Source: an optimization exercise on an open RTL-to-GDS flow (aim: small area and a short achievable clock period). Production flows keep margins and buffers that such runs may drop. Function was checked by simulation only, so behaviour that the tests miss may differ from the original. Power figures rest on the tool's default switching activity, not on a simulated workload.

Design LEGv8_Processor, start of the top module:
module LEGv8_Processor(
    input        clk,
    input        rst,
    input [31:0] inst,
    input [63:0] RD_DM,
    output wire [63:0] PC,
    output wire [63:0] address_DM,
    output wire [63:0] WD_DM,
    output wire        MemRead_DM,
    output wire        MemWrite_DM
    );
    reg  [63:2] pc_q;
    reg         ex_take;
    reg  [63:0] ex_res;
    assign PC = {pc_q, 2'b00};
    always @(posedge clk)
        if (rst)
            pc_q <= 62'd0;
        else if (ex_take)
            pc_q <= ex_res[63:2];
        else
            pc_q <= pc_q + 62'd1;
    wire [10:0] op = inst[31:21];
    wire f_ld  = (op == 11'b11111000010);
    wire f_st  = (op == 11'b11111000000);
    wire f_cbz = (op[10:3] == 8'b10110100);
    wire f_b   = (op[10:5] == 6'b000101);
    wire f_r   = ~(f_ld | f_st | f_cbz | f_b);
    reg [25:0] if_inst;
    reg [7:0]  if_s1, if_s2;
    reg [3:0]  if_h1, if_h2;
    reg [63:2] if_pc;
    reg        if_valid;
    reg        if_ld, if_st, if_cbz, if_b, if_br, if_r, if_sub, if_logic, if_orr;
    always @(posedge clk) begin
        if_inst  <= inst[25:0];
        if_s1    <= (f_cbz | f_b) ? 8'd0 : (8'd1 << inst[7:5]);
        if_h1    <= 4'd1 << inst[9:8];
  ...
For scale: roughly 8,000 cells after synthesis, roughly 2,700 flip-flops, ~110,000 um^2 of cells after synthesis.
clock: 7.3 ns
lec_check: 0
cap_margin: 20
core_margin: 2
core_utilization: 40
cts_cluster_diameter: 100
cts_cluster_size: 24
place_density: 0.7
setup_slack_margin: 4.5
slew_margin: 20
tns_end_percent: 0
run.sh (not shown) runs the stock make flow with config.mk's settings and CLKGATE_MAP_FILE= SYNTH_SCRIPT=/design/flow/synth_recipe.tcl, a recipe that flattens the netlist after the stock synthesis.
Change:
CORE_UTILIZATION = 35   (was 40)
PLACE_DENSITY = not set   (was 0.7)
Total power climbs slightly.
Flip-flop and latch count does not change.
Routed wire length climbs by a little under a tenth.
Cell count climbs by a few percent.
Worst setup slack improved by 0.094 ns.
Die area climbs by about a fifth.
Clock skew stays flat.
Clock power climbs slightly.
Sequential share of layout area drops by 0.73 points.
Synthesized area is unchanged.
Cell area climbs slightly.
Change:
CAP_MARGIN = 30   (was 20)
CORE_UTILIZATION = 40   (was 35)
SETUP_SLACK_MARGIN = 4.8   (was 4.5)
SLEW_MARGIN = 40   (was 20)
Wire length rose by about 2.2%.
Utilization came out higher by 6.6 points.
Cell area climbs by about 2%.
Power goes up by about 1.4%.
Worst setup slack gets better by 0.13 ns.
First-iteration DRC count came out higher by about 4%.
Change:
CAP_MARGIN = 20   (was 30)
SETUP_SLACK_MARGIN = 4.5   (was 4.8)
SLEW_MARGIN = 20   (was 40)
- utilization decreases by 0.69 points
- register-to-register slack got worse by 0.16 ns
- clock-buffer cell count decreases by 2
- first-iteration DRC count decreases by 2.7%
- total power decreases by 0.73%
- synthesized cell count stays the same
- setup slack got worse by 0.16 ns
- wire length decreases by 2.1%


== v12 ==
The RTL this note starts from:
==> flow/design.v <==
`timescale 1ns / 1ps
module LEGv8_Processor(
    input        clk,
    input        rst,
    input [31:0] inst,
    input [63:0] RD_DM,
    output wire [63:0] PC,
    output wire [63:0] address_DM,
    output wire [63:0] WD_DM,
    output wire        MemRead_DM,
    output wire        MemWrite_DM
    );
    reg  [63:2] pc_q;
    reg         ex_take;
    reg  [63:0] ex_res;
    assign PC = {pc_q, 2'b00};
    always @(posedge clk)
        if (rst)
            pc_q <= 62'd0;
        else if (ex_take)
            pc_q <= ex_res[63:2];
        else
            pc_q <= pc_q + 62'd1;
    wire [10:0] op = inst[31:21];
    wire f_ld  = (op == 11'b11111000010);
    wire f_st  = (op == 11'b11111000000);
    wire f_cbz = (op[10:3] == 8'b10110100);
    wire f_b   = (op[10:5] == 6'b000101);
    wire f_r   = ~(f_ld | f_st | f_cbz | f_b);
    reg [25:0] if_inst;
    reg [7:0]  if_s1, if_s2;
    reg [3:0]  if_h1, if_h2;
    reg [63:2] if_pc;
    reg        if_valid;
    reg        if_ld, if_st, if_cbz, if_b, if_br, if_r, if_sub, if_logic, if_orr;
    always @(posedge clk) begin
        if_inst  <= inst[25:0];
        if_s1    <= (f_cbz | f_b) ? 8'd0 : (8'd1 << inst[7:5]);
        if_h1    <= 4'd1 << inst[9:8];
        if_s2    <= 8'd1 << (inst[28] ? inst[2:0] : inst[18:16]);
        if_h2    <= 4'd1 << (inst[28] ? inst[4:3] : inst[20:19]);
        if_pc    <= pc_q;
        if_valid <= ~rst;
        if_ld    <= f_ld;
        if_st    <= f_st;
        if_cbz   <= f_cbz;
        if_b     <= f_b;
        if_br    <= f_cbz | f_b;
        if_r     <= f_r;
        if_sub   <= (op == 11'b11001011000);
        if_logic <= (op == 11'b10001010000) | (op == 11'b10101010000);
        if_orr   <= (op == 11'b10101010000);
    end
    wire d_mem = if_ld | if_st;
    reg [27:0] d_imm;
    always @(*)
        if (d_mem)
            d_imm = {{19{if_inst[20]}}, if_inst[20:12]};
        else if (if_cbz)
            d_imm = {{7{if_inst[23]}}, if_inst[23:5], 2'b00};
        else
            d_imm = {if_inst[25:0], 2'b00};
    reg [63:0] rf [0:31];
    reg [63:0] wb_data;
    reg [31:0] wb_we;             
    reg [63:0] q1 [0:3];
    reg [63:0] q2 [0:3];
    integer k, h;
    always @(*)
        for (h = 0; h < 4; h = h + 1) begin
            q1[h] = 64'd0;
            q2[h] = 64'd0;
            for (k = 0; k < 8; k = k + 1) begin
                q1[h] = q1[h] | ({64{if_s1[k]}} & rf[8*h + k]);
                q2[h] = q2[h] | ({64{if_s2[k]}} & rf[8*h + k]);
            end
        end
    wire [63:0] rd1 = ({64{if_h1[0]}} & q1[0]) | ({64{if_h1[1]}} & q1[1]) |
                      ({64{if_h1[2]}} & q1[2]) | ({64{if_h1[3]}} & q1[3]) |
                      (if_br ? {if_pc, 2'b00} : 64'd0);
    wire [63:0] rd2 = ({64{if_h2[0]}} & q2[0]) | ({64{if_h2[1]}} & q2[1]) |
                      ({64{if_h2[2]}} & q2[2]) | ({64{if_h2[3]}} & q2[3]);
    integer w;
    always @(posedge clk) begin
        for (w = 0; w < 31; w = w + 1)
            if (wb_we[w] & ~rst)
                rf[w] <= wb_data;
        if (rst)
            rf[31] <= 64'd0;
        else if (wb_we[31])
            rf[31] <= wb_data;
    end
    wire [63:0] opb = if_r ? (rd2 ^ {64{if_sub}}) : {{36{d_imm[27]}}, d_imm};
    wire [63:0] p0  = rd1 ^ opb;
    wire [63:0] g0  = rd1 & (opb & {64{~if_logic}});
    wire [63:0] lg  = if_orr ? (rd1 | rd2) : (rd1 & rd2);
    reg [63:0] id_p;
    reg [63:1] id_g;
    reg        id_g0;
    reg [63:0] id_wd;
    reg [4:0]  id_wr;
    reg        id_ld, id_st, id_cbz, id_b_br, id_rw;
    always @(posedge clk) begin
        id_p  <= if_logic ? lg : {p0[63:1], rd1[0] ^ (if_r ? rd2[0] : d_imm[0])};
        id_g  <= g0[63:1];
        id_g0 <= if_sub ? (rd1[0] | ~rd2[0]) : g0[0];
        id_wd     <= rd2;
        id_wr     <= if_inst[4:0];
        if (rst) begin
            id_ld   <= 1'b0;
            id_st   <= 1'b0;
            id_cbz  <= 1'b0;
            id_b_br <= 1'b0;
            id_rw   <= 1'b0;
        end else begin
            id_ld   <= if_valid & if_ld;
            id_st   <= if_valid & if_st;
            id_cbz  <= if_valid & if_cbz;
            id_b_br <= if_valid & if_b;
            id_rw   <= if_valid & (if_r | if_ld);
        end
    end
    reg [63:0] kg [0:6];
    reg [63:0] kp [0:6];
    integer l, j;
    always @(*) begin
        kg[0] = {id_g, id_g0};
        kp[0] = id_p;
        for (l = 0; l < 6; l = l + 1)
            for (j = 0; j < 64; j = j + 1)
                if (j >= (1 << l)) begin
                    kg[l+1][j] = kg[l][j] | (kp[l][j] & kg[l][j - (1 << l)]);
                    kp[l+1][j] = kp[l][j] & kp[l][j - (1 << l)];
                end else begin
                    kg[l+1][j] = kg[l][j];
                    kp[l+1][j] = kp[l][j];
                end
    end
    wire [63:0] res  = id_p ^ {kg[6][62:0], 1'b0};
    wire        take = id_b_br | (id_cbz & ~|id_wd);
    reg [63:0] ex_wd;
    reg [4:0]  ex_wr;
    reg        ex_ld, ex_st, ex_rw;
    always @(posedge clk) begin
        ex_res <= res;
        ex_wd  <= id_wd;
        ex_wr  <= id_wr;
        if (rst) begin
            ex_ld   <= 1'b0;
            ex_st   <= 1'b0;
            ex_rw   <= 1'b0;
            ex_take <= 1'b0;
        end else begin
            ex_ld   <= id_ld;
            ex_st   <= id_st;
            ex_rw   <= id_rw;
            ex_take <= take;
        end
    end
    assign address_DM  = ex_res;
    assign WD_DM       = ex_wd;
    assign MemRead_DM  = ex_ld;
    assign MemWrite_DM = ex_st;
    always @(posedge clk) begin
        wb_data <= ex_ld ? RD_DM : ex_res;
        wb_we   <= (~rst & ex_rw) ? (32'd1 << ex_wr) : 32'd0;
    end
endmodule
clock: 7.3 ns
lec_check: 0
cap_margin: 20
core_margin: 2
core_utilization: 45
cts_cluster_diameter: 100
cts_cluster_size: 24
setup_slack_margin: 4.5
slew_margin: 20
tns_end_percent: 0
## Diff of input files: v47 against v12
--- a/flow/config.mk
+++ b/flow/config.mk
@@ -6,10 +6,8 @@
 export NUM_CORES = 4
 export LEC_CHECK = 0
-export CAP_MARGIN = 20
+export CAP_MARGIN = 30
 export CORE_MARGIN = 2
-export CORE_UTILIZATION = 45
-export CTS_CLUSTER_DIAMETER = 100
-export CTS_CLUSTER_SIZE = 24
+export CORE_UTILIZATION = 40
 export SETUP_SLACK_MARGIN = 4.5
-export SLEW_MARGIN = 20
+export SLEW_MARGIN = 40
 export TNS_END_PERCENT = 0
### Flow results
- v47 was carried through to the last stage, and its layout satisfied the timing, DRC and antenna checks.
- Where minimum period implied by the final worst setup slack is concerned, v12 is outperformed by v47.
- Compared with v12, v47 shows a higher horizontal die dimension.
- Of v12 and v47, the lower tapcell count belongs to v12.
- The required time at the worst-slack endpoint on v12 is in line with that on v47.
#### Input delta (v17 over v47)
--- a/flow/config.mk
+++ b/flow/config.mk
@@ -9,4 +9,6 @@
 export CORE_MARGIN = 2
 export CORE_UTILIZATION = 40
+export CTS_CLUSTER_DIAMETER = 100
+export CTS_CLUSTER_SIZE = 24
 export SETUP_SLACK_MARGIN = 4.5
 export SLEW_MARGIN = 40
## What came out
v17 did not stop at any stage, and its layout met the timing, DRC and antenna checks. Compared with v47, v17 shows a lower total power density per cell area. First-iteration DRC count in v17 is 1122 below v47. Comparing v17 and v47, the lower register share of the cell area is on v47. Fraction of area in non-clock buffers: v17 vs v47 up 0.53 points. The utilization number comes out lower for v17 vs v47. Clock buffer count on v17 is down relative to v47. Summary of the comparison: wire length of the first global-routing pass is lower in v17, relative to v47. Going from v47 to v17, worst-case setup margin in the final layout decreased 0.014 ns, final non-filler cell total shows a reduction of 239. NOTE: count of cell instances traversed by the critical path in v17 falls short of that of v47. From v47 to v17, area enclosed by the die boundary did not move at all.
Relative to v17, the following input files were edited for v26:
--- a/flow/config.mk
+++ b/flow/config.mk
@@ -6,10 +6,10 @@
 export NUM_CORES = 4
 export LEC_CHECK = 0
-export CAP_MARGIN = 30
+export CAP_MARGIN = 20
 export CORE_MARGIN = 2
-export CORE_UTILIZATION = 40
+export CORE_UTILIZATION = 38
 export CTS_CLUSTER_DIAMETER = 100
-export CTS_CLUSTER_SIZE = 24
+export CTS_CLUSTER_SIZE = 22
 export SETUP_SLACK_MARGIN = 4.5
-export SLEW_MARGIN = 40
+export SLEW_MARGIN = 30
 export TNS_END_PERCENT = 0
Findings:
| wire length | v26 vs v17 | 4.9% lower |
v17 → v26: placed instance count climbed 1.6%, total number of vias -about 1.4%, non-clock buffer total of the final layout down 29, combinational power went up 7.7%, worst setup slack shows a reduction of 0.29 ns.
Clock-buffer cell count: v26 vs v17 up 10

-- separate check: timing with driven ports --
In the flow no input, the clock included, has a driving cell. The finished layouts below were timed again as built, in two steps.
Step 1 sets driving cells, clkbuf_16 on the clock port and buf_2 on the other inputs (assumed; they add their load-dependent delay and slew).
Step 2, shift: input delay + t, output delay - t, t = (earliest + latest rising clock arrival at the registers) / 2. This alone moves slack from input paths to output paths.
Slacks: ideal ports / drivers / drivers and shift; pairs: ideal ports / drivers.
run	shift t [ns]	setup WS [ns]	clock arrival spread, ns
the first run of note 1	0.935	3.794 / 3.794 / 3.225	0.061 / 0.061
the second run of note 1	0.921	3.888 / 3.888 / 3.178	0.063 / 0.062
the third run of note 1	0.924	4.015 / 4.015 / 3.213	0.047 / 0.046
the fourth run of note 1	0.930	3.856 / 3.856 / 3.205	0.057 / 0.056
v12	0.964	3.768 / 3.768 / 3.088	0.049 / 0.049
v47	0.960	4.051 / 4.051 / 3.178	0.090 / 0.090
v17	0.925	4.037 / 4.037 / 3.190	0.059 / 0.058
v26	0.945	3.749 / 3.749 / 3.067	0.054 / 0.053
After both steps setup and hold are still met in every run listed. For v47, which loses most, drivers alone change the setup slack by 0.000 ns; drivers and shift together by -0.873 ns.
